Source: an optimization exercise on an open RTL-to-GDS flow (aim: small area and a short achievable clock period). Production flows keep margins and buffers that such runs may drop. Function was checked by simulation only, so behaviour that the tests miss may differ from the original. Power is estimated from default activity; no workload was simulated.

## flow/config.mk

```make
export PLATFORM = sky130hd
export DESIGN_NAME = DSP
export DESIGN_NICKNAME = DSP
export VERILOG_FILES = /design/flow/design.v
export SDC_FILE = /design/flow/constraint.sdc
export NUM_CORES = 4
export LEC_CHECK = 0
export ABC_AREA = 1
export CAP_MARGIN = 20
export CORE_MARGIN = 2
export CORE_UTILIZATION = 40
export SETUP_SLACK_MARGIN = 2.5
export SLEW_MARGIN = 20
export BUFFER_PORTS_ARGS = -buffer_cell sky130_fd_sc_hd__buf_2
export PRE_RESIZE_TCL = /design/flow/flow/ports.tcl
```

## flow/flow/ports.tcl

```tcl
# Before repair_design: the input ports' buffers become buf_1.
set n 0
foreach bterm [[ord::get_db_block] getBTerms] {
  if {[$bterm getIoType] ne "INPUT"} { continue }
  set net [$bterm getNet]
  if {$net eq "NULL" || [$net getSigType] eq "CLOCK"} { continue }
  foreach iterm [$net getITerms] {
    set inst [$iterm getInst]
    if {[[$inst getMaster] getName] eq "sky130_fd_sc_hd__buf_2"} {
      replace_cell [get_cells [$inst getName]] sky130_fd_sc_hd__buf_1
      incr n
    }
  }
}
puts "flow/ports.tcl: $n input buffers set to buf_1"
```

## flow/design.v

```verilog
module DSP (A,B,D,C,CLK,CARRYIN,OPMODE,BCIN,RSTA,RSTB,RSTM,
RSTP,RSTC,RSTD,RSTCARRYIN,RSTOPMODE,CEA,CEB,CEM,CEP,CEC,CED,
CECARRYIN,CEOPMODE,PCIN,BCOUT,PCOUT,P,M,CARRYOUT,CARRYOUTF);
  parameter A0REG=0;
  parameter A1REG=1;
  parameter B0REG=0;
  parameter B1REG=1;
  parameter CREG=1;
  parameter DREG=1;
  parameter MREG=1;
  parameter PREG=1;
  parameter CARRYINREG=1;
  parameter CARRYOUTREG=1;
  parameter OPMODEREG=1;
  parameter CARRYINSEL="OPMODE5";
  parameter B_INPUT ="DIRECT";
  parameter RSTTYPE ="SYNC";
  input [17:0] A,B,D,BCIN;
  input [47:0] C,PCIN;
  input [7:0] OPMODE;
  input CLK,CARRYIN,RSTA,RSTB,RSTC,RSTCARRYIN,RSTD,RSTM,
  RSTOPMODE,RSTP,CEA,CEB,CECARRYIN,CEC,CED,CEM,CEOPMODE,CEP;
  output [17:0] BCOUT;
  output [47:0] PCOUT;
  output [47:0] P;
  output [35:0] M;
  output CARRYOUT,CARRYOUTF;
  reg [7:0] opm;
  reg [17:0] dr, ar, br;
  reg [47:0] cr, pr;
  reg cyi, cyo;
  reg [35:0] ms;
  reg [35:6] mc;
  reg mk;
  wire s6 = opm[6];
  wire [18:0] pre_w = {dr, 1'b1} + {B ^ {18{s6}}, s6};
  wire [17:0] pre = pre_w[18:1];
  wire [17:0] b_in = opm[4] ? pre : B;
  always @(posedge CLK) begin
    if (RSTOPMODE) opm <= 8'd0;
    else if (CEOPMODE) opm <= OPMODE;
  end
  always @(posedge CLK) begin
    if (RSTD) dr <= 18'd0;
    else if (CED) dr <= D;
  end
  always @(posedge CLK) begin
    if (RSTC) cr <= 48'd0;
    else if (CEC) cr <= C;
  end
  always @(posedge CLK) begin
    if (RSTA) ar <= 18'd0;
    else if (CEA) ar <= A;
  end
  always @(posedge CLK) begin
    if (RSTB) br <= 18'd0;
    else if (CEB) br <= b_in;
  end
  always @(posedge CLK) begin
    if (RSTCARRYIN) cyi <= 1'd0;
    else if (CECARRYIN) cyi <= opm[5];
  end
  wire one0 = br[0] ^ 1'b0;
  wire two0 = (br[1] & ~br[0] & ~1'b0) | (~br[1] & br[0] & 1'b0);
  wire neg0 = br[1];
  wire pp1 = ((one0 & ar[0]) | (two0 & 1'b0)) ^ neg0;
  wire pp2 = ((one0 & ar[1]) | (two0 & ar[0])) ^ neg0;
  wire pp3 = ((one0 & ar[2]) | (two0 & ar[1])) ^ neg0;
  wire pp4 = ((one0 & ar[3]) | (two0 & ar[2])) ^ neg0;
  wire pp5 = ((one0 & ar[4]) | (two0 & ar[3])) ^ neg0;
  wire pp6 = ((one0 & ar[5]) | (two0 & ar[4])) ^ neg0;
  wire pp7 = ((one0 & ar[6]) | (two0 & ar[5])) ^ neg0;
  wire pp8 = ((one0 & ar[7]) | (two0 & ar[6])) ^ neg0;
  wire pp9 = ((one0 & ar[8]) | (two0 & ar[7])) ^ neg0;
  wire pp10 = ((one0 & ar[9]) | (two0 & ar[8])) ^ neg0;
  wire pp11 = ((one0 & ar[10]) | (two0 & ar[9])) ^ neg0;
  wire pp12 = ((one0 & ar[11]) | (two0 & ar[10])) ^ neg0;
  wire pp13 = ((one0 & ar[12]) | (two0 & ar[11])) ^ neg0;
  wire pp14 = ((one0 & ar[13]) | (two0 & ar[12])) ^ neg0;
  wire pp15 = ((one0 & ar[14]) | (two0 & ar[13])) ^ neg0;
  wire pp16 = ((one0 & ar[15]) | (two0 & ar[14])) ^ neg0;
  wire pp17 = ((one0 & ar[16]) | (two0 & ar[15])) ^ neg0;
  wire pp18 = ((one0 & ar[17]) | (two0 & ar[16])) ^ neg0;
  wire pp19 = ((one0 & 1'b0) | (two0 & ar[17])) ^ neg0;
  wire ns20 = ~neg0;
  wire one1 = br[2] ^ br[1];
  wire two1 = (br[3] & ~br[2] & ~br[1]) | (~br[3] & br[2] & br[1]);
  wire neg1 = br[3];
  wire pp21 = ((one1 & ar[0]) | (two1 & 1'b0)) ^ neg1;
  wire pp22 = ((one1 & ar[1]) | (two1 & ar[0])) ^ neg1;
  wire pp23 = ((one1 & ar[2]) | (two1 & ar[1])) ^ neg1;
  wire pp24 = ((one1 & ar[3]) | (two1 & ar[2])) ^ neg1;
  wire pp25 = ((one1 & ar[4]) | (two1 & ar[3])) ^ neg1;
  wire pp26 = ((one1 & ar[5]) | (two1 & ar[4])) ^ neg1;
  wire pp27 = ((one1 & ar[6]) | (two1 & ar[5])) ^ neg1;
  wire pp28 = ((one1 & ar[7]) | (two1 & ar[6])) ^ neg1;
  wire pp29 = ((one1 & ar[8]) | (two1 & ar[7])) ^ neg1;
  wire pp30 = ((one1 & ar[9]) | (two1 & ar[8])) ^ neg1;
  wire pp31 = ((one1 & ar[10]) | (two1 & ar[9])) ^ neg1;
  wire pp32 = ((one1 & ar[11]) | (two1 & ar[10])) ^ neg1;
  wire pp33 = ((one1 & ar[12]) | (two1 & ar[11])) ^ neg1;
  wire pp34 = ((one1 & ar[13]) | (two1 & ar[12])) ^ neg1;
  wire pp35 = ((one1 & ar[14]) | (two1 & ar[13])) ^ neg1;
  wire pp36 = ((one1 & ar[15]) | (two1 & ar[14])) ^ neg1;
  wire pp37 = ((one1 & ar[16]) | (two1 & ar[15])) ^ neg1;
  wire pp38 = ((one1 & ar[17]) | (two1 & ar[16])) ^ neg1;
  wire pp39 = ((one1 & 1'b0) | (two1 & ar[17])) ^ neg1;
  wire ns40 = ~neg1;
  wire one2 = br[4] ^ br[3];
  wire two2 = (br[5] & ~br[4] & ~br[3]) | (~br[5] & br[4] & br[3]);
  wire neg2 = br[5];
  wire pp41 = ((one2 & ar[0]) | (two2 & 1'b0)) ^ neg2;
  wire pp42 = ((one2 & ar[1]) | (two2 & ar[0])) ^ neg2;
  wire pp43 = ((one2 & ar[2]) | (two2 & ar[1])) ^ neg2;
  wire pp44 = ((one2 & ar[3]) | (two2 & ar[2])) ^ neg2;
  wire pp45 = ((one2 & ar[4]) | (two2 & ar[3])) ^ neg2;
  wire pp46 = ((one2 & ar[5]) | (two2 & ar[4])) ^ neg2;
  wire pp47 = ((one2 & ar[6]) | (two2 & ar[5])) ^ neg2;
  wire pp48 = ((one2 & ar[7]) | (two2 & ar[6])) ^ neg2;
  wire pp49 = ((one2 & ar[8]) | (two2 & ar[7])) ^ neg2;
  wire pp50 = ((one2 & ar[9]) | (two2 & ar[8])) ^ neg2;
  wire pp51 = ((one2 & ar[10]) | (two2 & ar[9])) ^ neg2;
  wire pp52 = ((one2 & ar[11]) | (two2 & ar[10])) ^ neg2;
  wire pp53 = ((one2 & ar[12]) | (two2 & ar[11])) ^ neg2;
  wire pp54 = ((one2 & ar[13]) | (two2 & ar[12])) ^ neg2;
  wire pp55 = ((one2 & ar[14]) | (two2 & ar[13])) ^ neg2;
  wire pp56 = ((one2 & ar[15]) | (two2 & ar[14])) ^ neg2;
  wire pp57 = ((one2 & ar[16]) | (two2 & ar[15])) ^ neg2;
  wire pp58 = ((one2 & ar[17]) | (two2 & ar[16])) ^ neg2;
  wire pp59 = ((one2 & 1'b0) | (two2 & ar[17])) ^ neg2;
  wire ns60 = ~neg2;
  wire one3 = br[6] ^ br[5];
  wire two3 = (br[7] & ~br[6] & ~br[5]) | (~br[7] & br[6] & br[5]);
  wire neg3 = br[7];
  wire pp61 = ((one3 & ar[0]) | (two3 & 1'b0)) ^ neg3;
  wire pp62 = ((one3 & ar[1]) | (two3 & ar[0])) ^ neg3;
  wire pp63 = ((one3 & ar[2]) | (two3 & ar[1])) ^ neg3;
  wire pp64 = ((one3 & ar[3]) | (two3 & ar[2])) ^ neg3;
  wire pp65 = ((one3 & ar[4]) | (two3 & ar[3])) ^ neg3;
  wire pp66 = ((one3 & ar[5]) | (two3 & ar[4])) ^ neg3;
  wire pp67 = ((one3 & ar[6]) | (two3 & ar[5])) ^ neg3;
  wire pp68 = ((one3 & ar[7]) | (two3 & ar[6])) ^ neg3;
  wire pp69 = ((one3 & ar[8]) | (two3 & ar[7])) ^ neg3;
  wire pp70 = ((one3 & ar[9]) | (two3 & ar[8])) ^ neg3;
  wire pp71 = ((one3 & ar[10]) | (two3 & ar[9])) ^ neg3;
  wire pp72 = ((one3 & ar[11]) | (two3 & ar[10])) ^ neg3;
  wire pp73 = ((one3 & ar[12]) | (two3 & ar[11])) ^ neg3;
  wire pp74 = ((one3 & ar[13]) | (two3 & ar[12])) ^ neg3;
  wire pp75 = ((one3 & ar[14]) | (two3 & ar[13])) ^ neg3;
  wire pp76 = ((one3 & ar[15]) | (two3 & ar[14])) ^ neg3;
  wire pp77 = ((one3 & ar[16]) | (two3 & ar[15])) ^ neg3;
  wire pp78 = ((one3 & ar[17]) | (two3 & ar[16])) ^ neg3;
  wire pp79 = ((one3 & 1'b0) | (two3 & ar[17])) ^ neg3;
  wire ns80 = ~neg3;
  wire one4 = br[8] ^ br[7];
  wire two4 = (br[9] & ~br[8] & ~br[7]) | (~br[9] & br[8] & br[7]);
  wire neg4 = br[9];
  wire pp81 = ((one4 & ar[0]) | (two4 & 1'b0)) ^ neg4;
  wire pp82 = ((one4 & ar[1]) | (two4 & ar[0])) ^ neg4;
  wire pp83 = ((one4 & ar[2]) | (two4 & ar[1])) ^ neg4;
  wire pp84 = ((one4 & ar[3]) | (two4 & ar[2])) ^ neg4;
  wire pp85 = ((one4 & ar[4]) | (two4 & ar[3])) ^ neg4;
  wire pp86 = ((one4 & ar[5]) | (two4 & ar[4])) ^ neg4;
  wire pp87 = ((one4 & ar[6]) | (two4 & ar[5])) ^ neg4;
  wire pp88 = ((one4 & ar[7]) | (two4 & ar[6])) ^ neg4;
  wire pp89 = ((one4 & ar[8]) | (two4 & ar[7])) ^ neg4;
  wire pp90 = ((one4 & ar[9]) | (two4 & ar[8])) ^ neg4;
  wire pp91 = ((one4 & ar[10]) | (two4 & ar[9])) ^ neg4;
  wire pp92 = ((one4 & ar[11]) | (two4 & ar[10])) ^ neg4;
  wire pp93 = ((one4 & ar[12]) | (two4 & ar[11])) ^ neg4;
  wire pp94 = ((one4 & ar[13]) | (two4 & ar[12])) ^ neg4;
  wire pp95 = ((one4 & ar[14]) | (two4 & ar[13])) ^ neg4;
  wire pp96 = ((one4 & ar[15]) | (two4 & ar[14])) ^ neg4;
  wire pp97 = ((one4 & ar[16]) | (two4 & ar[15])) ^ neg4;
  wire pp98 = ((one4 & ar[17]) | (two4 & ar[16])) ^ neg4;
  wire pp99 = ((one4 & 1'b0) | (two4 & ar[17])) ^ neg4;
  wire ns100 = ~neg4;
  wire one5 = br[10] ^ br[9];
  wire two5 = (br[11] & ~br[10] & ~br[9]) | (~br[11] & br[10] & br[9]);
  wire neg5 = br[11];
  wire pp101 = ((one5 & ar[0]) | (two5 & 1'b0)) ^ neg5;
  wire pp102 = ((one5 & ar[1]) | (two5 & ar[0])) ^ neg5;
  wire pp103 = ((one5 & ar[2]) | (two5 & ar[1])) ^ neg5;
  wire pp104 = ((one5 & ar[3]) | (two5 & ar[2])) ^ neg5;
  wire pp105 = ((one5 & ar[4]) | (two5 & ar[3])) ^ neg5;
  wire pp106 = ((one5 & ar[5]) | (two5 & ar[4])) ^ neg5;
  wire pp107 = ((one5 & ar[6]) | (two5 & ar[5])) ^ neg5;
  wire pp108 = ((one5 & ar[7]) | (two5 & ar[6])) ^ neg5;
  wire pp109 = ((one5 & ar[8]) | (two5 & ar[7])) ^ neg5;
  wire pp110 = ((one5 & ar[9]) | (two5 & ar[8])) ^ neg5;
  wire pp111 = ((one5 & ar[10]) | (two5 & ar[9])) ^ neg5;
  wire pp112 = ((one5 & ar[11]) | (two5 & ar[10])) ^ neg5;
  wire pp113 = ((one5 & ar[12]) | (two5 & ar[11])) ^ neg5;
  wire pp114 = ((one5 & ar[13]) | (two5 & ar[12])) ^ neg5;
  wire pp115 = ((one5 & ar[14]) | (two5 & ar[13])) ^ neg5;
  wire pp116 = ((one5 & ar[15]) | (two5 & ar[14])) ^ neg5;
  wire pp117 = ((one5 & ar[16]) | (two5 & ar[15])) ^ neg5;
  wire pp118 = ((one5 & ar[17]) | (two5 & ar[16])) ^ neg5;
  wire pp119 = ((one5 & 1'b0) | (two5 & ar[17])) ^ neg5;
  wire ns120 = ~neg5;
  wire one6 = br[12] ^ br[11];
  wire two6 = (br[13] & ~br[12] & ~br[11]) | (~br[13] & br[12] & br[11]);
  wire neg6 = br[13];
  wire pp121 = ((one6 & ar[0]) | (two6 & 1'b0)) ^ neg6;
  wire pp122 = ((one6 & ar[1]) | (two6 & ar[0])) ^ neg6;
  wire pp123 = ((one6 & ar[2]) | (two6 & ar[1])) ^ neg6;
  wire pp124 = ((one6 & ar[3]) | (two6 & ar[2])) ^ neg6;
  wire pp125 = ((one6 & ar[4]) | (two6 & ar[3])) ^ neg6;
  wire pp126 = ((one6 & ar[5]) | (two6 & ar[4])) ^ neg6;
  wire pp127 = ((one6 & ar[6]) | (two6 & ar[5])) ^ neg6;
  wire pp128 = ((one6 & ar[7]) | (two6 & ar[6])) ^ neg6;
  wire pp129 = ((one6 & ar[8]) | (two6 & ar[7])) ^ neg6;
  wire pp130 = ((one6 & ar[9]) | (two6 & ar[8])) ^ neg6;
  wire pp131 = ((one6 & ar[10]) | (two6 & ar[9])) ^ neg6;
  wire pp132 = ((one6 & ar[11]) | (two6 & ar[10])) ^ neg6;
  wire pp133 = ((one6 & ar[12]) | (two6 & ar[11])) ^ neg6;
  wire pp134 = ((one6 & ar[13]) | (two6 & ar[12])) ^ neg6;
  wire pp135 = ((one6 & ar[14]) | (two6 & ar[13])) ^ neg6;
  wire pp136 = ((one6 & ar[15]) | (two6 & ar[14])) ^ neg6;
  wire pp137 = ((one6 & ar[16]) | (two6 & ar[15])) ^ neg6;
  wire pp138 = ((one6 & ar[17]) | (two6 & ar[16])) ^ neg6;
  wire pp139 = ((one6 & 1'b0) | (two6 & ar[17])) ^ neg6;
  wire ns140 = ~neg6;
  wire one7 = br[14] ^ br[13];
  wire two7 = (br[15] & ~br[14] & ~br[13]) | (~br[15] & br[14] & br[13]);
  wire neg7 = br[15];
  wire pp141 = ((one7 & ar[0]) | (two7 & 1'b0)) ^ neg7;
  wire pp142 = ((one7 & ar[1]) | (two7 & ar[0])) ^ neg7;
  wire pp143 = ((one7 & ar[2]) | (two7 & ar[1])) ^ neg7;
  wire pp144 = ((one7 & ar[3]) | (two7 & ar[2])) ^ neg7;
  wire pp145 = ((one7 & ar[4]) | (two7 & ar[3])) ^ neg7;
  wire pp146 = ((one7 & ar[5]) | (two7 & ar[4])) ^ neg7;
  wire pp147 = ((one7 & ar[6]) | (two7 & ar[5])) ^ neg7;
  wire pp148 = ((one7 & ar[7]) | (two7 & ar[6])) ^ neg7;
  wire pp149 = ((one7 & ar[8]) | (two7 & ar[7])) ^ neg7;
  wire pp150 = ((one7 & ar[9]) | (two7 & ar[8])) ^ neg7;
  wire pp151 = ((one7 & ar[10]) | (two7 & ar[9])) ^ neg7;
  wire pp152 = ((one7 & ar[11]) | (two7 & ar[10])) ^ neg7;
  wire pp153 = ((one7 & ar[12]) | (two7 & ar[11])) ^ neg7;
  wire pp154 = ((one7 & ar[13]) | (two7 & ar[12])) ^ neg7;
  wire pp155 = ((one7 & ar[14]) | (two7 & ar[13])) ^ neg7;
  wire pp156 = ((one7 & ar[15]) | (two7 & ar[14])) ^ neg7;
  wire pp157 = ((one7 & ar[16]) | (two7 & ar[15])) ^ neg7;
  wire pp158 = ((one7 & ar[17]) | (two7 & ar[16])) ^ neg7;
  wire pp159 = ((one7 & 1'b0) | (two7 & ar[17])) ^ neg7;
  wire ns160 = ~neg7;
  wire one8 = br[16] ^ br[15];
  wire two8 = (br[17] & ~br[16] & ~br[15]) | (~br[17] & br[16] & br[15]);
  wire neg8 = br[17];
  wire pp161 = ((one8 & ar[0]) | (two8 & 1'b0)) ^ neg8;
  wire pp162 = ((one8 & ar[1]) | (two8 & ar[0])) ^ neg8;
  wire pp163 = ((one8 & ar[2]) | (two8 & ar[1])) ^ neg8;
  wire pp164 = ((one8 & ar[3]) | (two8 & ar[2])) ^ neg8;
  wire pp165 = ((one8 & ar[4]) | (two8 & ar[3])) ^ neg8;
  wire pp166 = ((one8 & ar[5]) | (two8 & ar[4])) ^ neg8;
  wire pp167 = ((one8 & ar[6]) | (two8 & ar[5])) ^ neg8;
  wire pp168 = ((one8 & ar[7]) | (two8 & ar[6])) ^ neg8;
  wire pp169 = ((one8 & ar[8]) | (two8 & ar[7])) ^ neg8;
  wire pp170 = ((one8 & ar[9]) | (two8 & ar[8])) ^ neg8;
  wire pp171 = ((one8 & ar[10]) | (two8 & ar[9])) ^ neg8;
  wire pp172 = ((one8 & ar[11]) | (two8 & ar[10])) ^ neg8;
  wire pp173 = ((one8 & ar[12]) | (two8 & ar[11])) ^ neg8;
  wire pp174 = ((one8 & ar[13]) | (two8 & ar[12])) ^ neg8;
  wire pp175 = ((one8 & ar[14]) | (two8 & ar[13])) ^ neg8;
  wire pp176 = ((one8 & ar[15]) | (two8 & ar[14])) ^ neg8;
  wire pp177 = ((one8 & ar[16]) | (two8 & ar[15])) ^ neg8;
  wire pp178 = ((one8 & ar[17]) | (two8 & ar[16])) ^ neg8;
  wire pp179 = ((one8 & 1'b0) | (two8 & ar[17])) ^ neg8;
  wire ns180 = ~neg8;
  wire pp181 = br[17] & ar[0];
  wire pp182 = br[17] & ar[1];
  wire pp183 = br[17] & ar[2];
  wire pp184 = br[17] & ar[3];
  wire pp185 = br[17] & ar[4];
  wire pp186 = br[17] & ar[5];
  wire pp187 = br[17] & ar[6];
  wire pp188 = br[17] & ar[7];
  wire pp189 = br[17] & ar[8];
  wire pp190 = br[17] & ar[9];
  wire pp191 = br[17] & ar[10];
  wire pp192 = br[17] & ar[11];
  wire pp193 = br[17] & ar[12];
  wire pp194 = br[17] & ar[13];
  wire pp195 = br[17] & ar[14];
  wire pp196 = br[17] & ar[15];
  wire pp197 = br[17] & ar[16];
  wire pp198 = br[17] & ar[17];
  wire nc199 = ~ns20;
  wire nc200 = ~ns20;
  wire nc201 = ~pp185;
  wire nc202 = ~pp187;
  wire nc203 = ~pp189;
  wire nc204 = ~pp191;
  wire nc205 = ~pp193;
  wire nc206 = ~pp195;
  wire nc207 = ~pp197;
  wire s208 = neg1 ^ pp21;
  wire c209 = neg1 & pp21;
  wire s210 = pp22 ^ pp4;
  wire c211 = pp22 & pp4;
  wire s212 = neg2 ^ pp23 ^ pp41;
  wire c213 = (neg2 & pp23) | (neg2 & pp41) | (pp23 & pp41);
  wire s214 = pp5 ^ c211;
  wire c215 = pp5 & c211;
  wire s216 = pp24 ^ pp42 ^ pp6;
  wire c217 = (pp24 & pp42) | (pp24 & pp6) | (pp42 & pp6);
  wire s218 = c213 ^ c215;
  wire c219 = c213 & c215;
  wire s220 = neg3 ^ pp25 ^ pp43;
  wire c221 = (neg3 & pp25) | (neg3 & pp43) | (pp25 & pp43);
  wire s222 = pp61 ^ pp7 ^ c217;
  wire c223 = (pp61 & pp7) | (pp61 & c217) | (pp7 & c217);
  wire s224 = s220 ^ c219;
  wire c225 = s220 & c219;
  wire s226 = pp26 ^ pp44 ^ pp62;
  wire c227 = (pp26 & pp44) | (pp26 & pp62) | (pp44 & pp62);
  wire s228 = pp8 ^ c221 ^ s226;
  wire c229 = (pp8 & c221) | (pp8 & s226) | (c221 & s226);
  wire s230 = c223 ^ c225;
  wire c231 = c223 & c225;
  wire s232 = neg4 ^ pp27 ^ pp45;
  wire c233 = (neg4 & pp27) | (neg4 & pp45) | (pp27 & pp45);
  wire s234 = pp63 ^ pp81 ^ pp9;
  wire c235 = (pp63 & pp81) | (pp63 & pp9) | (pp81 & pp9);
  wire s236 = c227 ^ s232 ^ s234;
  wire c237 = (c227 & s232) | (c227 & s234) | (s232 & s234);
  wire s238 = c229 ^ s236;
  wire c239 = c229 & s236;
  wire s240 = pp10 ^ pp28 ^ pp46;
  wire c241 = (pp10 & pp28) | (pp10 & pp46) | (pp28 & pp46);
  wire s242 = pp64 ^ pp82 ^ c233;
  wire c243 = (pp64 & pp82) | (pp64 & c233) | (pp82 & c233);
  wire s244 = c235 ^ s240 ^ c237;
  wire c245 = (c235 & s240) | (c235 & c237) | (s240 & c237);
  wire s246 = s242 ^ c239;
  wire c247 = s242 & c239;
  wire s248 = neg5 ^ pp101 ^ pp11;
  wire c249 = (neg5 & pp101) | (neg5 & pp11) | (pp101 & pp11);
  wire s250 = pp29 ^ pp47 ^ pp65;
  wire c251 = (pp29 & pp47) | (pp29 & pp65) | (pp47 & pp65);
  wire s252 = pp83 ^ c241 ^ s248;
  wire c253 = (pp83 & c241) | (pp83 & s248) | (c241 & s248);
  wire s254 = s250 ^ c243 ^ s252;
  wire c255 = (s250 & c243) | (s250 & s252) | (c243 & s252);
  wire s256 = c245 ^ c247;
  wire c257 = c245 & c247;
  wire s258 = pp102 ^ pp12 ^ pp30;
  wire c259 = (pp102 & pp12) | (pp102 & pp30) | (pp12 & pp30);
  wire s260 = pp48 ^ pp66 ^ pp84;
  wire c261 = (pp48 & pp66) | (pp48 & pp84) | (pp66 & pp84);
  wire s262 = c249 ^ c251 ^ s258;
  wire c263 = (c249 & c251) | (c249 & s258) | (c251 & s258);
  wire s264 = s260 ^ c253 ^ s262;
  wire c265 = (s260 & c253) | (s260 & s262) | (c253 & s262);
  wire s266 = c255 ^ s264;
  wire c267 = c255 & s264;
  wire s268 = neg6 ^ pp103 ^ pp121;
  wire c269 = (neg6 & pp103) | (neg6 & pp121) | (pp103 & pp121);
  wire s270 = pp13 ^ pp31 ^ pp49;
  wire c271 = (pp13 & pp31) | (pp13 & pp49) | (pp31 & pp49);
  wire s272 = pp67 ^ pp85 ^ c259;
  wire c273 = (pp67 & pp85) | (pp67 & c259) | (pp85 & c259);
  wire s274 = c261 ^ s268 ^ s270;
  wire c275 = (c261 & s268) | (c261 & s270) | (s268 & s270);
  wire s276 = c263 ^ s272 ^ s274;
  wire c277 = (c263 & s272) | (c263 & s274) | (s272 & s274);
  wire s278 = c265 ^ s276;
  wire c279 = c265 & s276;
  wire s280 = pp104 ^ pp122 ^ pp14;
  wire c281 = (pp104 & pp122) | (pp104 & pp14) | (pp122 & pp14);
  wire s282 = pp32 ^ pp50 ^ pp68;
  wire c283 = (pp32 & pp50) | (pp32 & pp68) | (pp50 & pp68);
  wire s284 = pp86 ^ c269 ^ c271;
  wire c285 = (pp86 & c269) | (pp86 & c271) | (c269 & c271);
  wire s286 = s280 ^ s282 ^ c273;
  wire c287 = (s280 & s282) | (s280 & c273) | (s282 & c273);
  wire s288 = c275 ^ s284 ^ s286;
  wire c289 = (c275 & s284) | (c275 & s286) | (s284 & s286);
  wire s290 = c277 ^ c279;
  wire c291 = c277 & c279;
  wire s292 = neg7 ^ pp105 ^ pp123;
  wire c293 = (neg7 & pp105) | (neg7 & pp123) | (pp105 & pp123);
  wire s294 = pp141 ^ pp15 ^ pp33;
  wire c295 = (pp141 & pp15) | (pp141 & pp33) | (pp15 & pp33);
  wire s296 = pp51 ^ pp69 ^ pp87;
  wire c297 = (pp51 & pp69) | (pp51 & pp87) | (pp69 & pp87);
  wire s298 = c281 ^ c283 ^ s292;
  wire c299 = (c281 & c283) | (c281 & s292) | (c283 & s292);
  wire s300 = s294 ^ s296 ^ c285;
  wire c301 = (s294 & s296) | (s294 & c285) | (s296 & c285);
  wire s302 = s298 ^ c287 ^ s300;
  wire c303 = (s298 & c287) | (s298 & s300) | (c287 & s300);
  wire s304 = c289 ^ s302;
  wire c305 = c289 & s302;
  wire s306 = pp106 ^ pp124 ^ pp142;
  wire c307 = (pp106 & pp124) | (pp106 & pp142) | (pp124 & pp142);
  wire s308 = pp16 ^ pp34 ^ pp52;
  wire c309 = (pp16 & pp34) | (pp16 & pp52) | (pp34 & pp52);
  wire s310 = pp70 ^ pp88 ^ c293;
  wire c311 = (pp70 & pp88) | (pp70 & c293) | (pp88 & c293);
  wire s312 = c295 ^ c297 ^ s306;
  wire c313 = (c295 & c297) | (c295 & s306) | (c297 & s306);
  wire s314 = s308 ^ c299 ^ s310;
  wire c315 = (s308 & c299) | (s308 & s310) | (c299 & s310);
  wire s316 = s312 ^ c301 ^ s314;
  wire c317 = (s312 & c301) | (s312 & s314) | (c301 & s314);
  wire s318 = c303 ^ s316;
  wire c319 = c303 & s316;
  wire s320 = neg8 ^ pp107 ^ pp125;
  wire c321 = (neg8 & pp107) | (neg8 & pp125) | (pp107 & pp125);
  wire s322 = pp143 ^ pp161 ^ pp17;
  wire c323 = (pp143 & pp161) | (pp143 & pp17) | (pp161 & pp17);
  wire s324 = pp35 ^ pp53 ^ pp71;
  wire c325 = (pp35 & pp53) | (pp35 & pp71) | (pp53 & pp71);
  wire s326 = pp89 ^ c307 ^ c309;
  wire c327 = (pp89 & c307) | (pp89 & c309) | (c307 & c309);
  wire s328 = s320 ^ s322 ^ s324;
  wire c329 = (s320 & s322) | (s320 & s324) | (s322 & s324);
  wire s330 = c311 ^ c313 ^ s326;
  wire c331 = (c311 & c313) | (c311 & s326) | (c313 & s326);
  wire s332 = s328 ^ c315 ^ s330;
  wire c333 = (s328 & c315) | (s328 & s330) | (c315 & s330);
  wire s334 = c317 ^ s332;
  wire c335 = c317 & s332;
  wire s336 = pp108 ^ pp126 ^ pp144;
  wire c337 = (pp108 & pp126) | (pp108 & pp144) | (pp126 & pp144);
  wire s338 = pp162 ^ pp18 ^ pp36;
  wire c339 = (pp162 & pp18) | (pp162 & pp36) | (pp18 & pp36);
  wire s340 = pp54 ^ pp72 ^ pp90;
  wire c341 = (pp54 & pp72) | (pp54 & pp90) | (pp72 & pp90);
  wire s342 = c321 ^ c323 ^ c325;
  wire c343 = (c321 & c323) | (c321 & c325) | (c323 & c325);
  wire s344 = s336 ^ s338 ^ s340;
  wire c345 = (s336 & s338) | (s336 & s340) | (s338 & s340);
  wire s346 = c327 ^ c329 ^ s342;
  wire c347 = (c327 & c329) | (c327 & s342) | (c329 & s342);
  wire s348 = s344 ^ c331 ^ s346;
  wire c349 = (s344 & c331) | (s344 & s346) | (c331 & s346);
  wire s350 = c333 ^ s348;
  wire c351 = c333 & s348;
  wire s352 = pp181 ^ pp109 ^ pp127;
  wire c353 = (pp181 & pp109) | (pp181 & pp127) | (pp109 & pp127);
  wire s354 = pp145 ^ pp163 ^ pp19;
  wire c355 = (pp145 & pp163) | (pp145 & pp19) | (pp163 & pp19);
  wire s356 = pp37 ^ pp55 ^ pp73;
  wire c357 = (pp37 & pp55) | (pp37 & pp73) | (pp55 & pp73);
  wire s358 = pp91 ^ c337 ^ c339;
  wire c359 = (pp91 & c337) | (pp91 & c339) | (c337 & c339);
  wire s360 = c341 ^ s352 ^ s354;
  wire c361 = (c341 & s352) | (c341 & s354) | (s352 & s354);
  wire s362 = s356 ^ c343 ^ c345;
  wire c363 = (s356 & c343) | (s356 & c345) | (c343 & c345);
  wire s364 = s358 ^ s360 ^ c347;
  wire c365 = (s358 & s360) | (s358 & c347) | (s360 & c347);
  wire s366 = s362 ^ c349 ^ s364;
  wire c367 = (s362 & c349) | (s362 & s364) | (c349 & s364);
  wire s368 = pp182 ^ nc199 ^ pp110;
  wire c369 = (pp182 & nc199) | (pp182 & pp110) | (nc199 & pp110);
  wire s370 = pp128 ^ pp146 ^ pp164;
  wire c371 = (pp128 & pp146) | (pp128 & pp164) | (pp146 & pp164);
  wire s372 = pp38 ^ pp56 ^ pp74;
  wire c373 = (pp38 & pp56) | (pp38 & pp74) | (pp56 & pp74);
  wire s374 = pp92 ^ c353 ^ c355;
  wire c375 = (pp92 & c353) | (pp92 & c355) | (c353 & c355);
  wire s376 = c357 ^ s368 ^ s370;
  wire c377 = (c357 & s368) | (c357 & s370) | (s368 & s370);
  wire s378 = s372 ^ c359 ^ c361;
  wire c379 = (s372 & c359) | (s372 & c361) | (c359 & c361);
  wire s380 = s374 ^ s376 ^ c363;
  wire c381 = (s374 & s376) | (s374 & c363) | (s376 & c363);
  wire s382 = s378 ^ c365 ^ s380;
  wire c383 = (s378 & c365) | (s378 & s380) | (c365 & s380);
  wire s384 = pp183 ^ nc200 ^ pp111;
  wire c385 = (pp183 & nc200) | (pp183 & pp111) | (nc200 & pp111);
  wire s386 = pp129 ^ pp147 ^ pp165;
  wire c387 = (pp129 & pp147) | (pp129 & pp165) | (pp147 & pp165);
  wire s388 = pp39 ^ pp57 ^ pp75;
  wire c389 = (pp39 & pp57) | (pp39 & pp75) | (pp57 & pp75);
  wire s390 = pp93 ^ c369 ^ c371;
  wire c391 = (pp93 & c369) | (pp93 & c371) | (c369 & c371);
  wire s392 = c373 ^ s384 ^ s386;
  wire c393 = (c373 & s384) | (c373 & s386) | (s384 & s386);
  wire s394 = s388 ^ c375 ^ c377;
  wire c395 = (s388 & c375) | (s388 & c377) | (c375 & c377);
  wire s396 = s390 ^ s392 ^ c379;
  wire c397 = (s390 & s392) | (s390 & c379) | (s392 & c379);
  wire s398 = s394 ^ c381 ^ s396;
  wire c399 = (s394 & c381) | (s394 & s396) | (c381 & s396);
  wire s400 = ns20 ^ ns40 ^ pp184;
  wire c401 = (ns20 & ns40) | (ns20 & pp184) | (ns40 & pp184);
  wire s402 = s400 ^ pp112 ^ pp130;
  wire c403 = (s400 & pp112) | (s400 & pp130) | (pp112 & pp130);
  wire s404 = pp148 ^ pp166 ^ pp58;
  wire c405 = (pp148 & pp166) | (pp148 & pp58) | (pp166 & pp58);
  wire s406 = pp76 ^ pp94 ^ c385;
  wire c407 = (pp76 & pp94) | (pp76 & c385) | (pp94 & c385);
  wire s408 = c387 ^ c389 ^ s402;
  wire c409 = (c387 & c389) | (c387 & s402) | (c389 & s402);
  wire s410 = s404 ^ c391 ^ c393;
  wire c411 = (s404 & c391) | (s404 & c393) | (c391 & c393);
  wire s412 = s406 ^ s408 ^ c395;
  wire c413 = (s406 & s408) | (s406 & c395) | (s408 & c395);
  wire s414 = s410 ^ c397 ^ s412;
  wire c415 = (s410 & c397) | (s410 & s412) | (c397 & s412);
  wire s416 = nc201 ^ c401 ^ pp113;
  wire c417 = (nc201 & c401) | (nc201 & pp113) | (c401 & pp113);
  wire s418 = pp131 ^ pp149 ^ pp167;
  wire c419 = (pp131 & pp149) | (pp131 & pp167) | (pp149 & pp167);
  wire s420 = pp59 ^ pp77 ^ pp95;
  wire c421 = (pp59 & pp77) | (pp59 & pp95) | (pp77 & pp95);
  wire s422 = c403 ^ c405 ^ s416;
  wire c423 = (c403 & c405) | (c403 & s416) | (c405 & s416);
  wire s424 = s418 ^ s420 ^ c407;
  wire c425 = (s418 & s420) | (s418 & c407) | (s420 & c407);
  wire s426 = c409 ^ s422 ^ s424;
  wire c427 = (c409 & s422) | (c409 & s424) | (s422 & s424);
  wire s428 = c411 ^ c413 ^ s426;
  wire c429 = (c411 & c413) | (c411 & s426) | (c413 & s426);
  wire s430 = ns60 ^ pp185 ^ pp186;
  wire c431 = (ns60 & pp185) | (ns60 & pp186) | (pp185 & pp186);
  wire s432 = s430 ^ pp114 ^ pp132;
  wire c433 = (s430 & pp114) | (s430 & pp132) | (pp114 & pp132);
  wire s434 = pp150 ^ pp168 ^ pp78;
  wire c435 = (pp150 & pp168) | (pp150 & pp78) | (pp168 & pp78);
  wire s436 = pp96 ^ c417 ^ c419;
  wire c437 = (pp96 & c417) | (pp96 & c419) | (c417 & c419);
  wire s438 = c421 ^ s432 ^ s434;
  wire c439 = (c421 & s432) | (c421 & s434) | (s432 & s434);
  wire s440 = c423 ^ s436 ^ s438;
  wire c441 = (c423 & s436) | (c423 & s438) | (s436 & s438);
  wire s442 = c425 ^ s440 ^ c427;
  wire c443 = (c425 & s440) | (c425 & c427) | (s440 & c427);
  wire s444 = nc202 ^ c431 ^ pp115;
  wire c445 = (nc202 & c431) | (nc202 & pp115) | (c431 & pp115);
  wire s446 = pp133 ^ pp151 ^ pp169;
  wire c447 = (pp133 & pp151) | (pp133 & pp169) | (pp151 & pp169);
  wire s448 = pp79 ^ pp97 ^ c433;
  wire c449 = (pp79 & pp97) | (pp79 & c433) | (pp97 & c433);
  wire s450 = c435 ^ s444 ^ s446;
  wire c451 = (c435 & s444) | (c435 & s446) | (s444 & s446);
  wire s452 = c437 ^ c439 ^ s448;
  wire c453 = (c437 & c439) | (c437 & s448) | (c439 & s448);
  wire s454 = s450 ^ c441 ^ s452;
  wire c455 = (s450 & c441) | (s450 & s452) | (c441 & s452);
  wire s456 = ns80 ^ pp187 ^ pp188;
  wire c457 = (ns80 & pp187) | (ns80 & pp188) | (pp187 & pp188);
  wire s458 = s456 ^ pp116 ^ pp134;
  wire c459 = (s456 & pp116) | (s456 & pp134) | (pp116 & pp134);
  wire s460 = pp152 ^ pp170 ^ pp98;
  wire c461 = (pp152 & pp170) | (pp152 & pp98) | (pp170 & pp98);
  wire s462 = c445 ^ c447 ^ s458;
  wire c463 = (c445 & c447) | (c445 & s458) | (c447 & s458);
  wire s464 = s460 ^ c449 ^ c451;
  wire c465 = (s460 & c449) | (s460 & c451) | (c449 & c451);
  wire s466 = s462 ^ c453 ^ s464;
  wire c467 = (s462 & c453) | (s462 & s464) | (c453 & s464);
  wire s468 = nc203 ^ c457 ^ pp117;
  wire c469 = (nc203 & c457) | (nc203 & pp117) | (c457 & pp117);
  wire s470 = pp135 ^ pp153 ^ pp171;
  wire c471 = (pp135 & pp153) | (pp135 & pp171) | (pp153 & pp171);
  wire s472 = pp99 ^ c459 ^ c461;
  wire c473 = (pp99 & c459) | (pp99 & c461) | (c459 & c461);
  wire s474 = s468 ^ s470 ^ c463;
  wire c475 = (s468 & s470) | (s468 & c463) | (s470 & c463);
  wire s476 = s472 ^ c465 ^ s474;
  wire c477 = (s472 & c465) | (s472 & s474) | (c465 & s474);
  wire s478 = ns100 ^ pp189 ^ pp190;
  wire c479 = (ns100 & pp189) | (ns100 & pp190) | (pp189 & pp190);
  wire s480 = s478 ^ pp118 ^ pp136;
  wire c481 = (s478 & pp118) | (s478 & pp136) | (pp118 & pp136);
  wire s482 = pp154 ^ pp172 ^ c469;
  wire c483 = (pp154 & pp172) | (pp154 & c469) | (pp172 & c469);
  wire s484 = c471 ^ s480 ^ c473;
  wire c485 = (c471 & s480) | (c471 & c473) | (s480 & c473);
  wire s486 = s482 ^ s484 ^ c475;
  wire c487 = (s482 & s484) | (s482 & c475) | (s484 & c475);
  wire s488 = nc204 ^ c479 ^ pp119;
  wire c489 = (nc204 & c479) | (nc204 & pp119) | (c479 & pp119);
  wire s490 = pp137 ^ pp155 ^ pp173;
  wire c491 = (pp137 & pp155) | (pp137 & pp173) | (pp155 & pp173);
  wire s492 = c481 ^ s488 ^ s490;
  wire c493 = (c481 & s488) | (c481 & s490) | (s488 & s490);
  wire s494 = c483 ^ s492 ^ c485;
  wire c495 = (c483 & s492) | (c483 & c485) | (s492 & c485);
  wire s496 = ns120 ^ pp191 ^ pp192;
  wire c497 = (ns120 & pp191) | (ns120 & pp192) | (pp191 & pp192);
  wire s498 = s496 ^ pp138 ^ pp156;
  wire c499 = (s496 & pp138) | (s496 & pp156) | (pp138 & pp156);
  wire s500 = pp174 ^ c489 ^ c491;
  wire c501 = (pp174 & c489) | (pp174 & c491) | (c489 & c491);
  wire s502 = s498 ^ c493 ^ s500;
  wire c503 = (s498 & c493) | (s498 & s500) | (c493 & s500);
  wire s504 = nc205 ^ c497 ^ pp139;
  wire c505 = (nc205 & c497) | (nc205 & pp139) | (c497 & pp139);
  wire s506 = pp157 ^ pp175 ^ c499;
  wire c507 = (pp157 & pp175) | (pp157 & c499) | (pp175 & c499);
  wire s508 = s504 ^ c501 ^ s506;
  wire c509 = (s504 & c501) | (s504 & s506) | (c501 & s506);
  wire s510 = ns140 ^ pp193 ^ pp194;
  wire c511 = (ns140 & pp193) | (ns140 & pp194) | (pp193 & pp194);
  wire s512 = s510 ^ pp158 ^ pp176;
  wire c513 = (s510 & pp158) | (s510 & pp176) | (pp158 & pp176);
  wire s514 = c505 ^ s512 ^ c507;
  wire c515 = (c505 & s512) | (c505 & c507) | (s512 & c507);
  wire s516 = nc206 ^ c511 ^ pp159;
  wire c517 = (nc206 & c511) | (nc206 & pp159) | (c511 & pp159);
  wire s518 = pp177 ^ c513 ^ s516;
  wire c519 = (pp177 & c513) | (pp177 & s516) | (c513 & s516);
  wire s520 = ns160 ^ pp195 ^ pp196;
  wire c521 = (ns160 & pp195) | (ns160 & pp196) | (pp195 & pp196);
  wire s522 = s520 ^ pp178 ^ c517;
  wire c523 = (s520 & pp178) | (s520 & c517) | (pp178 & c517);
  wire s524 = nc207 ^ c521 ^ pp179;
  wire c525 = (nc207 & c521) | (nc207 & pp179) | (c521 & pp179);
  wire s526 = ns180 ^ pp197 ^ pp198;
  wire c527 = (ns180 & pp197) | (ns180 & pp198) | (pp197 & pp198);
  wire s528 = neg0 ^ pp1;
  wire c529 = neg0 & pp1;
  wire s530 = pp2 ^ c529;
  wire c531 = pp2 & c529;
  wire s532 = pp3 ^ s208 ^ c531;
  wire c533 = (pp3 & s208) | (pp3 & c531) | (s208 & c531);
  wire s534 = c209 ^ s210 ^ c533;
  wire c535 = (c209 & s210) | (c209 & c533) | (s210 & c533);
  wire s536 = s212 ^ s214 ^ c535;
  wire c537 = (s212 & s214) | (s212 & c535) | (s214 & c535);
  wire s538 = s216 ^ s218 ^ c537;
  wire c539 = (s216 & s218) | (s216 & c537) | (s218 & c537);
  wire [35:0] prod_s = {s526, s524, c519, s518, s514, c503, s502, s494, c477, c467, c455, s454, c429, c415, c399, c383, c367, c351, c335, c319, c305, c291, s288, c267, c257, s254, s244, c231, s228, s222, s538, s536, s534, s532, s530, s528};
  wire [35:0] prod_c = {c525, c523, s522, c515, c509, s508, c495, c487, s486, s476, s466, c443, s442, s428, s414, s398, s382, s366, s350, s334, s318, s304, s290, s278, s266, s256, s246, s238, s230, s224, 1'b0, 1'b0, 1'b0, 1'b0, 1'b0, 1'b0};
  always @(posedge CLK) begin
    if (RSTM) ms <= 36'd0;
    else if (CEM) ms <= prod_s;
  end
  always @(posedge CLK) begin
    if (RSTM) mc <= 30'd0;
    else if (CEM) mc <= prod_c[35:6];
  end
  always @(posedge CLK) begin
    if (RSTM) mk <= 1'd0;
    else if (CEM) mk <= c539;
  end
  wire [30:0] m_hi = {ms[35:6], 1'b1} + {mc, mk};
  assign M = {m_hi[30:1], ms[5:0]};
  wire s7 = opm[7];
  wire [47:0] x = ({48{opm[1:0] == 2'd1}} & {12'd0, M})
                | ({48{opm[1:0] == 2'd2}} & pr)
                | ({48{opm[1:0] == 2'd3}} & {dr[11:0], ar, br});
  wire [47:0] z = ({48{opm[3:2] == 2'd1}} & PCIN)
                | ({48{opm[3:2] == 2'd2}} & pr)
                | ({48{opm[3:2] == 2'd3}} & cr);
  wire [49:0] post_w = {1'b0, z, 1'b1} + {1'b0, x ^ {48{s7}}, cyi ^ s7};
  wire [47:0] post = post_w[48:1];
  wire post_c = post_w[49] ^ s7;
  always @(posedge CLK) begin
    if (RSTP) pr <= 48'd0;
    else if (CEP) pr <= post;
  end
  always @(posedge CLK) begin
    if (RSTCARRYIN) cyo <= 1'd0;
    else if (CECARRYIN) cyo <= post_c;
  end
  assign BCOUT = br;
  assign P = pr;
  assign PCOUT = pr;
  assign CARRYOUT = cyo;
  assign CARRYOUTF = cyo;
endmodule
```

## flow/flow/run.sh

```bash
#!/bin/bash
# The standard layout (standard.sh: standard synthesis, then ORFS to
# finish), with one change: the port buffers are plain buffers (buf_2 from
# buffer_ports, then buf_1 on the inputs) instead of the delay cell
# buffer_ports picks by default.  Each tool's output is in orfs/logs.
set -euo pipefail
HERE=$(pwd)
cat >> config.mk <<EOC
export BUFFER_PORTS_ARGS = -buffer_cell sky130_fd_sc_hd__buf_2
export PRE_RESIZE_TCL = $HERE/flow/ports.tcl
EOC
bash standard.sh > standard.log 2>&1
```

## flow/standard.sh

```bash
#!/bin/bash
# synth_recipe.tcl (not shown) runs the flow's synth.tcl, then flattens the netlist and writes it again
# the make line also repeats each setting of config.mk as NAME=value (left out here)
make -C /OpenROAD-flow-scripts/flow DESIGN_CONFIG=/design/flow/config.mk WORK_HOME=/design/flow/orfs CLKGATE_MAP_FILE= SYNTH_SCRIPT=/design/flow/synth_recipe.tcl "${@:-finish}"
```

## flow/constraint.sdc

```tcl
create_clock -name core_clock -period 7.0 [get_ports {CLK}]
set_input_delay 1.4000 -clock core_clock [delete_from_list [all_inputs] [get_ports {CLK}]]
set_output_delay 1.4000 -clock core_clock [all_outputs]
set_load 0.01 [all_outputs]
```

==> impl_table.tex, run 1 <==
\begin{tabular}{lr}
\hline
Metric & Value \\
\hline
\multicolumn{2}{l}{\textbf{Status}} \\
\quad Run status & complete, no violations \\
\multicolumn{2}{l}{\textbf{STA}} \\
\quad Normalized max-slew margin & 29.4\% \\
\quad Setup total negative slack & 0 ps \\
\quad Final Setup Violations & 0 \\
\quad Count of final max-slew check failures & 0 \\
\quad Unrepaired setup endpoints after global routing & yes \\
\quad Final worst path period share & 61.8\% \\
\quad Crit path time final & 4330 ps \\
\quad Number of hold-slack violations in the final timing report & 0 \\
\quad Slew at the pin closest to its max-slew limit & 1060 ps \\
\quad Top achievable clock speed & 231 MHz \\
\quad Clock Skew & 32.9 ps \\
\multicolumn{2}{l}{\textbf{Yosys}} \\
\quad Avg Inst Size Synth & 6.45 um2 \\
\quad Netlist area before placement & 25000 um2 \\
\quad Yosys synthesis warning count & 1 \\
\quad Library cell with the largest summed area after synthesis & sky130\_fd\_sc\_hd\_\_dfxtp\_1 \\
\quad Number of synthesized flops with an enable pin & 0 \\
\quad Fraction of the yosys area taken by sequential cells & 18.2\% \\
\quad Most common library cells after synthesis & sky130\_fd\_sc\_hd\_\_nand2\_1 (1132), sky130\_fd\_sc\_hd\_\_inv\_1 (601), sky130\_fd\_sc\_hd\_\_a21oi\_1 (295) \\
\quad Register bit total from synthesis & 227 \\
\quad Number of standard cells after synthesis & 3871 \\
\quad Netlist cell types & 48 \\
\quad Dominant cells by area after synthesis & sky130\_fd\_sc\_hd\_\_dfxtp\_1 (18\%), sky130\_fd\_sc\_hd\_\_nand2\_1 (17\%), sky130\_fd\_sc\_hd\_\_fa\_1 (12\%) \\
\quad Number of nets produced by synthesis & 4323 \\
\quad Flip-flop cell with the highest count after synthesis & sky130\_fd\_sc\_hd\_\_dfxtp\_1 \\
\quad Yosys top cell area share & 18.2\% \\
\quad Most common cell in the netlist & sky130\_fd\_sc\_hd\_\_nand2\_1 \\
\quad Synth async-reset ratio & 0\% \\
\multicolumn{2}{l}{\textbf{Floorplanning}} \\
\quad Die ar. & 64400 um2 \\
\quad Die height & 254 um \\
\quad Placeable core region & 61700 um2 \\
\quad Horizontal die dimension & 254 um \\
\quad Count of standard-cell rows & 91 \\
\quad Number of top-level design ports & 346 \\
\quad Initial Util & 40.4\% \\
\multicolumn{2}{l}{\textbf{Global route}} \\
\quad Global route total overflow & 0 \\
\quad Number of global-route vias before repair & 24400 \\
\quad Number of antenna violations at the first check in global routing & 1 \\
\quad Wire length of the first global-routing pass & 146000 um \\
\quad Largest net degree at the start of global routing & 72 \\
\quad Aggregate global-route resource usage & 29.9\% \\
\multicolumn{2}{l}{\textbf{Min path}} \\
\quad Worst min-delay path class & register to register \\
\multicolumn{2}{l}{\textbf{Detailed routing}} \\
\quad Average routed wire per standard cell & 20.1 um \\
\quad DRC violation count after routing & 0 \\
\quad Vias/cell & 5.21 \\
\quad Total via count after detailed routing & 25500 \\
\quad Routed WL & 98100 um \\
\quad Number of routed nets with antenna violations & 0 \\
\quad Initial DRT Pass Iterations & 5 \\
\quad Number of DRC markers after the initial detailed-route iteration & 2259 \\
\multicolumn{2}{l}{\textbf{Clock network}} \\
\quad H-Tree Depth & 1 \\
\quad CTS sink count & 227 \\
\quad Total clock buffers created by CTS & 29 \\
\quad Clock-pin slew on the worst setup and hold paths & 60 ps \\
\quad Longest Clk Path Bufs & 3 \\
\quad Clock Latency Late Sink & 620 ps \\
\quad CTS root buffer & sky130\_fd\_sc\_hd\_\_clkbuf\_16 \\
\quad TritonCTS clock tree & built \\
\multicolumn{2}{l}{\textbf{Worst setup path}} \\
\quad Crit Path Class & register to register \\
\quad Setup crit start kind & register \\
\quad Critical path data arrival time & 4850 ps \\
\quad Crit-path max FO & 13 \\
\quad Type of element capturing the critical path & register \\
\quad Critical path required time & 7520 ps \\
\multicolumn{2}{l}{\textbf{Power}} \\
\quad Worst vdd ir & 252 uV \\
\quad Net load switching power & 3.20 mW \\
\quad Internal power contribution & 3.93 mW \\
\quad Total power & 7.12 mW \\
\quad Sequential fraction of design power & 23.2\% \\
\quad Net Sw Frac & 44.9\% \\
\quad Gate power share & 52.5\% \\
\quad Leakage & 14.2 nW \\
\quad Power share of the clock group & 24.3\% \\
\quad Power density normalized to cell area & 256 nW/um2 \\
\multicolumn{2}{l}{\textbf{Placement}} \\
\quad Final weighted congestion in routability-driven placement & 0.987 \\
\quad Post-DP HPWL & 77300 um \\
\quad Port Buffer Count & 326 \\
\quad Placed cell count & 4823 \\
\multicolumn{2}{l}{\textbf{Layout}} \\
\quad Fraction of layout instances using a drive strength above 1 & 7.77\% \\
\quad Diodes inserted & 0 \\
\quad Post-layout net count & 4484 \\
\quad Fin cells & 4892 \\
\quad Number of fillers in the final layout & 6744 \\
\quad Synthesis-to-finish area growth & 11.4\% \\
\quad Flip-flop and latch area & 4560 um2 \\
\quad Total area of multi-input combinational cells & 17000 um2 \\
\quad Fraction of the core area covered by cells at the end of the flow & 45.1\% \\
\multicolumn{2}{l}{\textbf{Flow run}} \\
\quad Total of max-cap violations & 0 \\
\hline
\end{tabular}
critical path: stages, from the launching register on:
cell and delay [ps]:
sky130_fd_sc_hd__dfxtp_1 660, sky130_fd_sc_hd__clkinv_1 430, sky130_fd_sc_hd__buf_4 320, sky130_fd_sc_hd__o22ai_1 240, sky130_fd_sc_hd__xor2_1 220, sky130_fd_sc_hd__fa_1 470
sky130_fd_sc_hd__fa_1 400, sky130_fd_sc_hd__inv_1 70, sky130_fd_sc_hd__fa_1 160, sky130_fd_sc_hd__inv_1 50, sky130_fd_sc_hd__fa_1 480, sky130_fd_sc_hd__inv_1 50
sky130_fd_sc_hd__fa_1 470, sky130_fd_sc_hd__nand2_1 50, sky130_fd_sc_hd__a21oi_1 160
through the flow:
stage / area, um2 / setup slack [ps] / hold slack, ps
floorplan: 25000 / 3000 / 441
global placement: 26700 / 2140 / 450
detailed placement: 26500 / 2100 / 454
CTS: 27600 / 2480 / 464
global route: 27800 / 2470 / 475
finish: 27800 / 2670 / 463
metal layers:
metal | vias to the layer above | wire (um) | global-route usage [%]
met2 | 1006 | 46000 | 50.6
met3 | 169 | 6270 | 3.28
met1 | 11800 | 42200 | 39.4
li1 | 12400 | - | -
met4 | 0 | 3730 | 10.6
met5 | - | 0 | 0
path summary, 6_finish.rpt:
check	endpoint	slack (ps)	start	depth (start not counted)
setup / recovery	mc[19]	2670	ar[17]	14
hold / removal	cr[44]	460	cr[44]	2
setup reg to reg	mc[19]	2670	ar[17]	14
hold reg to reg	cr[44]	460	cr[44]	2
power groups by stage:
| stage | clock [mW] | combinational (mW) | sequential (mW) |
|---|---|---|---|
| 3_5_place_dp | 0 | 3.69 | 1.67 |
| 4_1_cts | 1.76 | 3.71 | 1.65 |
| 3_3_place_gp | 0 | 3.67 | 1.68 |
| 5_1_grt | 1.80 | 4.21 | 1.67 |
| 6_report | 1.73 | 3.74 | 1.65 |
| 2_1_floorplan | 0 | 2.54 | 1.60 |
flip-flops by register name (all words and copies together) (netlist names), 8 cells and up:
register and count:
cr 48, pr 48, ms 36, mc 30
ar 18, br 18, dr 18, opm 8
cells by family (layout without fill, tap and decap cells):
logic type | after synthesis | in the layout | share of synthesized area, %
xor+xnor | 261 | 261 | 9.16
flops | 227 | 227 | 18.2
fa+ha+maj | 258 | 258 | 17.3
buf+inv | 867 | 1051 | 14.3
compound gates | 670 | 670 | 15.7
simple gates | 1588 | 1588 | 25.3
layout by cell type, fill, tap and decap left out, types with 8 or more instances in the layout:
cell type | synthesis | routed
sky130_fd_sc_hd__and2_1 | 16 | 16
sky130_fd_sc_hd__o211ai_1 | 50 | 50
sky130_fd_sc_hd__o21bai_1 | 15 | 15
sky130_fd_sc_hd__buf_1 | 23 | 171
sky130_fd_sc_hd__xor2_1 | 254 | 250
sky130_fd_sc_hd__ha_1 | 112 | 112
sky130_fd_sc_hd__nor3_1 | 14 | 14
sky130_fd_sc_hd__nor2_1 | 249 | 243
sky130_fd_sc_hd__clkinv_2 | 0 | 8
sky130_fd_sc_hd__fa_1 | 146 | 145
sky130_fd_sc_hd__nor2_2 | 4 | 8
sky130_fd_sc_hd__o21ai_0 | 73 | 73
sky130_fd_sc_hd__a21oi_1 | 295 | 294
sky130_fd_sc_hd__buf_4 | 67 | 50
sky130_fd_sc_hd__dfxtp_1 | 227 | 220
sky130_fd_sc_hd__inv_1 | 601 | 599
sky130_fd_sc_hd__nand3_1 | 137 | 137
sky130_fd_sc_hd__nand4_1 | 13 | 13
sky130_fd_sc_hd__a211oi_1 | 30 | 30
sky130_fd_sc_hd__clkbuf_16 | 0 | 29
sky130_fd_sc_hd__nand2_1 | 1132 | 1129
sky130_fd_sc_hd__o22ai_1 | 170 | 170
sky130_fd_sc_hd__clkinv_1 | 12 | 8
sky130_fd_sc_hd__buf_2 | 32 | 155
repair_timing:
item                                    in CTS  in global routing
buffers inserted                             0                 15
hold buffers                                 0                  0
pin swaps                                    0                  2
endpoints found under the setup margin      19                 20
resized for setup                           10                 21
gates cloned                                 0                  0
layout make-up:
type,count,share of cell area (%)
clock inverter,17,1.02
tap,837,3.77
inverter,620,8.43
sequential,227,16.4
timing repair buffer,377,6.52
clock buffer,37,2.90
multi-input combinational,2777,61.0
==> run 2, diff against run 1 <==
--- a/flow/config.mk
+++ b/flow/config.mk
@@ -10,5 +10,5 @@
 export CORE_MARGIN = 2
 export CORE_UTILIZATION = 40
-export SETUP_SLACK_MARGIN = 2.5
+export SETUP_SLACK_MARGIN = 3.0
 export SLEW_MARGIN = 20
 export BUFFER_PORTS_ARGS = -buffer_cell sky130_fd_sc_hd__buf_2
==> run 2 against run 1 <==
Compared with the run above: clock skew shrank 4.2 ps; critical endpoint is now M[17]; still clean on timing, DRC and antenna; die area did not move; synthesized cell count stayed put; via count increased by 2.2%; non-clock buffer count is 72 higher; clock power fell by 5%; fmax up 10%.
==> impl_table.tex, run 2 <==
\begin{tabular}{lr}
\hline
Metric & Value \\
\hline
\multicolumn{2}{l}{\textbf{STA}} \\
\quad Unrepaired setup endpoints after global routing & yes \\
\quad Clock Skew & 28.7 ps \\
\quad Final Setup Violations & 0 \\
\quad Setup total negative slack & 0 ps \\
\quad Number of hold-slack violations in the final timing report & 0 \\
\quad Normalized max-slew margin & 36.6\% \\
\quad Top achievable clock speed & 254 MHz \\
\quad Final worst path period share & 56.2\% \\
\quad Count of final max-slew check failures & 0 \\
\quad Slew at the pin closest to its max-slew limit & 946 ps \\
\quad Crit path time final & 3930 ps \\
\multicolumn{2}{l}{\textbf{Power}} \\
\quad Gate power share & 55.2\% \\
\quad Sequential fraction of design power & 22.6\% \\
\quad Worst vdd ir & 232 uV \\
\quad Net load switching power & 3.33 mW \\
\quad Power share of the clock group & 22.2\% \\
\quad Internal power contribution & 4.10 mW \\
\quad Leakage & 14.6 nW \\
\quad Net Sw Frac & 44.9\% \\
\quad Power density normalized to cell area & 252 nW/um2 \\
\multicolumn{2}{l}{\textbf{Yosys}} \\
\quad Most common library cells after synthesis & sky130\_fd\_sc\_hd\_\_nand2\_1 (1132), sky130\_fd\_sc\_hd\_\_inv\_1 (601), sky130\_fd\_sc\_hd\_\_a21oi\_1 (295) \\
\quad Avg Inst Size Synth & 6.45 um2 \\
\quad Most common cell in the netlist & sky130\_fd\_sc\_hd\_\_nand2\_1 \\
\quad Library cell with the largest summed area after synthesis & sky130\_fd\_sc\_hd\_\_dfxtp\_1 \\
\quad Netlist cell types & 48 \\
\quad Flip-flop cell with the highest count after synthesis & sky130\_fd\_sc\_hd\_\_dfxtp\_1 \\
\quad Fraction of the yosys area taken by sequential cells & 18.2\% \\
\quad Dominant cells by area after synthesis & sky130\_fd\_sc\_hd\_\_dfxtp\_1 (18\%), sky130\_fd\_sc\_hd\_\_nand2\_1 (17\%), sky130\_fd\_sc\_hd\_\_fa\_1 (12\%) \\
\quad Number of standard cells after synthesis & 3871 \\
\quad Yosys synthesis warning count & 1 \\
\quad Number of nets produced by synthesis & 4323 \\
\quad Number of synthesized flops with an enable pin & 0 \\
\quad Register bit total from synthesis & 227 \\
\quad Yosys top cell area share & 18.2\% \\
\quad Synth async-reset ratio & 0\% \\
\quad Netlist area before placement & 25000 um2 \\
\multicolumn{2}{l}{\textbf{Flow run}} \\
\quad Total of max-cap violations & 0 \\
\multicolumn{2}{l}{\textbf{Worst setup path}} \\
\quad Crit Path Class & register to output port \\
\quad Critical path data arrival time & 2530 ps \\
\quad Setup crit start kind & register \\
\quad Critical path required time & 5600 ps \\
\quad Crit-path max FO & 4 \\
\quad Slowest-stage cell, CP & sky130\_fd\_sc\_hd\_\_fa\_2 \\
\quad Largest stage delay, worst path & 420 ps \\
\quad Type of element capturing the critical path & output port \\
\quad Most used cell along the critical path & sky130\_fd\_sc\_hd\_\_buf\_4 \\
\quad Cell-by-cell trace of the critical path & fa\_2 > nand3\_2 > nand3\_4 > nand3\_1 > nand3b\_1 > buf\_4 > xor2\_2 > buf\_4 > buf\_2 \\
\multicolumn{2}{l}{\textbf{Global route}} \\
\quad Largest net degree at the start of global routing & 73 \\
\quad Wire length of the first global-routing pass & 148000 um \\
\quad Number of global-route vias before repair & 24300 \\
\quad Aggregate global-route resource usage & 30.4\% \\
\quad Number of antenna violations at the first check in global routing & 2 \\
\quad Global route total overflow & 0 \\
\multicolumn{2}{l}{\textbf{Floorplanning}} \\
\quad Die ar. & 64400 um2 \\
\quad Horizontal die dimension & 254 um \\
\quad Count of standard-cell rows & 91 \\
\quad Die height & 254 um \\
\quad Initial Util & 40.4\% \\
\quad Placeable core region & 61700 um2 \\
\quad Number of top-level design ports & 346 \\
\multicolumn{2}{l}{\textbf{Layout}} \\
\quad Post-layout net count & 4564 \\
\quad Most frequent cells in the layout & sky130\_fd\_sc\_hd\_\_nand2\_1 (1092), sky130\_fd\_sc\_hd\_\_inv\_1 (586), sky130\_fd\_sc\_hd\_\_a21oi\_1 (279) \\
\quad Number of fillers in the final layout & 6647 \\
\quad Leading cell type in the layout, fill and taps excluded & sky130\_fd\_sc\_hd\_\_nand2\_1 \\
\quad Fin cells & 4971 \\
\quad Registers with the most flip-flops & cr (48), pr (48), ms (36) \\
\quad Synthesis-to-finish area growth & 18.0\% \\
\quad Fraction of layout instances using a drive strength above 1 & 14.4\% \\
\multicolumn{2}{l}{\textbf{Clock network}} \\
\quad H-Tree Depth & 1 \\
\quad CTS sink count & 227 \\
\quad TritonCTS clock tree & built \\
\quad Clock Latency Late Sink & 610 ps \\
\quad Longest Clk Path Bufs & 3 \\
\quad CTS root buffer & sky130\_fd\_sc\_hd\_\_clkbuf\_16 \\
\quad Clock-pin slew on the worst setup and hold paths & 60 ps \\
\quad Total clock buffers created by CTS & 29 \\
\multicolumn{2}{l}{\textbf{Placement}} \\
\quad Placed cell count & 4824 \\
\quad Port Buffer Count & 326 \\
\quad Post-DP HPWL & 77300 um \\
\quad Final weighted congestion in routability-driven placement & 0.987 \\
\multicolumn{2}{l}{\textbf{Detailed routing}} \\
\quad Initial DRT Pass Iterations & 6 \\
\quad Vias/cell & 5.24 \\
\quad Average routed wire per standard cell & 20.5 um \\
\quad Total via count after detailed routing & 26000 \\
\quad Routed WL & 102000 um \\
\quad Number of DRC markers after the initial detailed-route iteration & 2326 \\
\quad Number of routed nets with antenna violations & 0 \\
\quad DRC violation count after routing & 0 \\
\multicolumn{2}{l}{\textbf{Min path}} \\
\quad Worst min-delay path class & register to register \\
\multicolumn{2}{l}{\textbf{Status}} \\
\quad Run status & complete, no violations \\
\hline
\end{tabular}
## run 2: cell type report
type | instances | area, um2 | share of cell area, %
clock buffer | 41 | 871 | 2.96
antenna | 2 | 5.00 | 0.0170
sequential | 227 | 4600 | 15.6
tap | 837 | 1050 | 3.56
clock inverter | 10 | 173 | 0.587
inverter | 620 | 2420 | 8.22
timing repair buffer | 449 | 2450 | 8.31
multi-input combinational | 2777 | 17800 | 60.6
timing repair inverter | 8 | 45.0 | 0.153
## run 2: cells by family (layout without fill, tap and decap cells)
group / count (synthesis) / in the layout / share of synthesized area, %
other: 0 / 2 / 0
AO/OA/AOI/OAI: 670 / 670 / 15.7
adder cells (fa/ha/maj): 258 / 258 / 17.3
flip-flops: 227 / 227 / 18.2
buffers and inverters: 867 / 1128 / 14.3
XOR/XNOR: 261 / 261 / 9.16
AND/OR/NAND/NOR: 1588 / 1588 / 25.3
## run 2: timing repair
action                                  CTS  global route
gates cloned                              1             7
endpoints found under the hold margin     0             0
hold buffers                              0             0
endpoints found under the setup margin   73            81
buffers inserted                         35            50
pin swaps                                 4            37
resized for setup                        74           232
## run 2: per-layer routing
layer | GRT usage (%) | wire length (um)
met3 | 3.69 | 7470
met2 | 49.8 | 46100
met1 | 40.2 | 42700
met5 | 0 | 13
met4 | 13.1 | 5380
## run 2: final timing paths
kind | to | startpoint | depth (start not counted) | slack, ps
max | M[17] | ms[6] | 9 | 3070
min reg2reg | cr[42] | cr[42] | 2 | 460
min | cr[42] | cr[42] | 2 | 460
max reg2reg | mc[18] | ar[11] | 11 | 3070
## run 2: critical path: cells and delay by family, from the launching register on
family	cells	cell delay [ps]
buffers and inverters	3	480
XOR/XNOR	1	200
AND/OR/NAND/NOR	4	480
adder cells (fa/ha/maj)	1	420
flip-flops	1	350
## run 2: stage by stage
step / instance area (um2) / power, mW / hold slack (ps) / setup WS (ps) / utilization [%]
after floorplan: 25000 / 4.15 / 441 / 3040 / -
after global placement: 26700 / 5.39 / 450 / 1890 / 43.3
after detailed placement: 26500 / 5.38 / 453 / 1870 / 42.9
after CTS: 28100 / 7.14 / 464 / 2940 / 45.5
after global routing: 29400 / 8.01 / 472 / 2910 / 47.7
final: 29400 / 7.43 / 464 / 3070 / 47.7
## run 2: power by group through the flow
stage	logic, mW	clock network (mW)	registers, mW
global placement	3.71	0	1.68
detailed placement	3.70	0	1.68
global route	4.59	1.72	1.69
floorplan	2.54	0	1.60
finish	4.10	1.65	1.68
CTS	3.82	1.67	1.65

[static timing again, ports no longer ideal]
Ports are ideal in the flow. The routed layouts listed here were re-timed in OpenROAD.
Step 1 (the two cells are an assumption about what drives the block):
set clk [get_ports {CLK}]
set_driving_cell -lib_cell sky130_fd_sc_hd__clkbuf_16 $clk
set_driving_cell -lib_cell sky130_fd_sc_hd__buf_2 [delete_from_list [all_inputs] $clk]
Step 2, shift: input delay + t, output delay - t, t = (earliest + latest rising clock arrival at the registers) / 2. This alone moves slack from input paths to output paths.
Slacks: ideal ports / drivers / drivers and shift; pairs: ideal ports / drivers.
run | t (ns) | setup WS [ns] | worst setup path at the end | worst register clock-pin slew, ns | cell pins on the clock port's net
run 1 | 0.665 | 2.674 / 2.674 / 2.674 | register to register | 0.07 / 0.07 | 1
run 2 | 0.665 | 3.067 / 3.001 / 3.068 | register to register | 0.07 / 0.07 | 1
After both steps setup and hold are still met in every run listed.
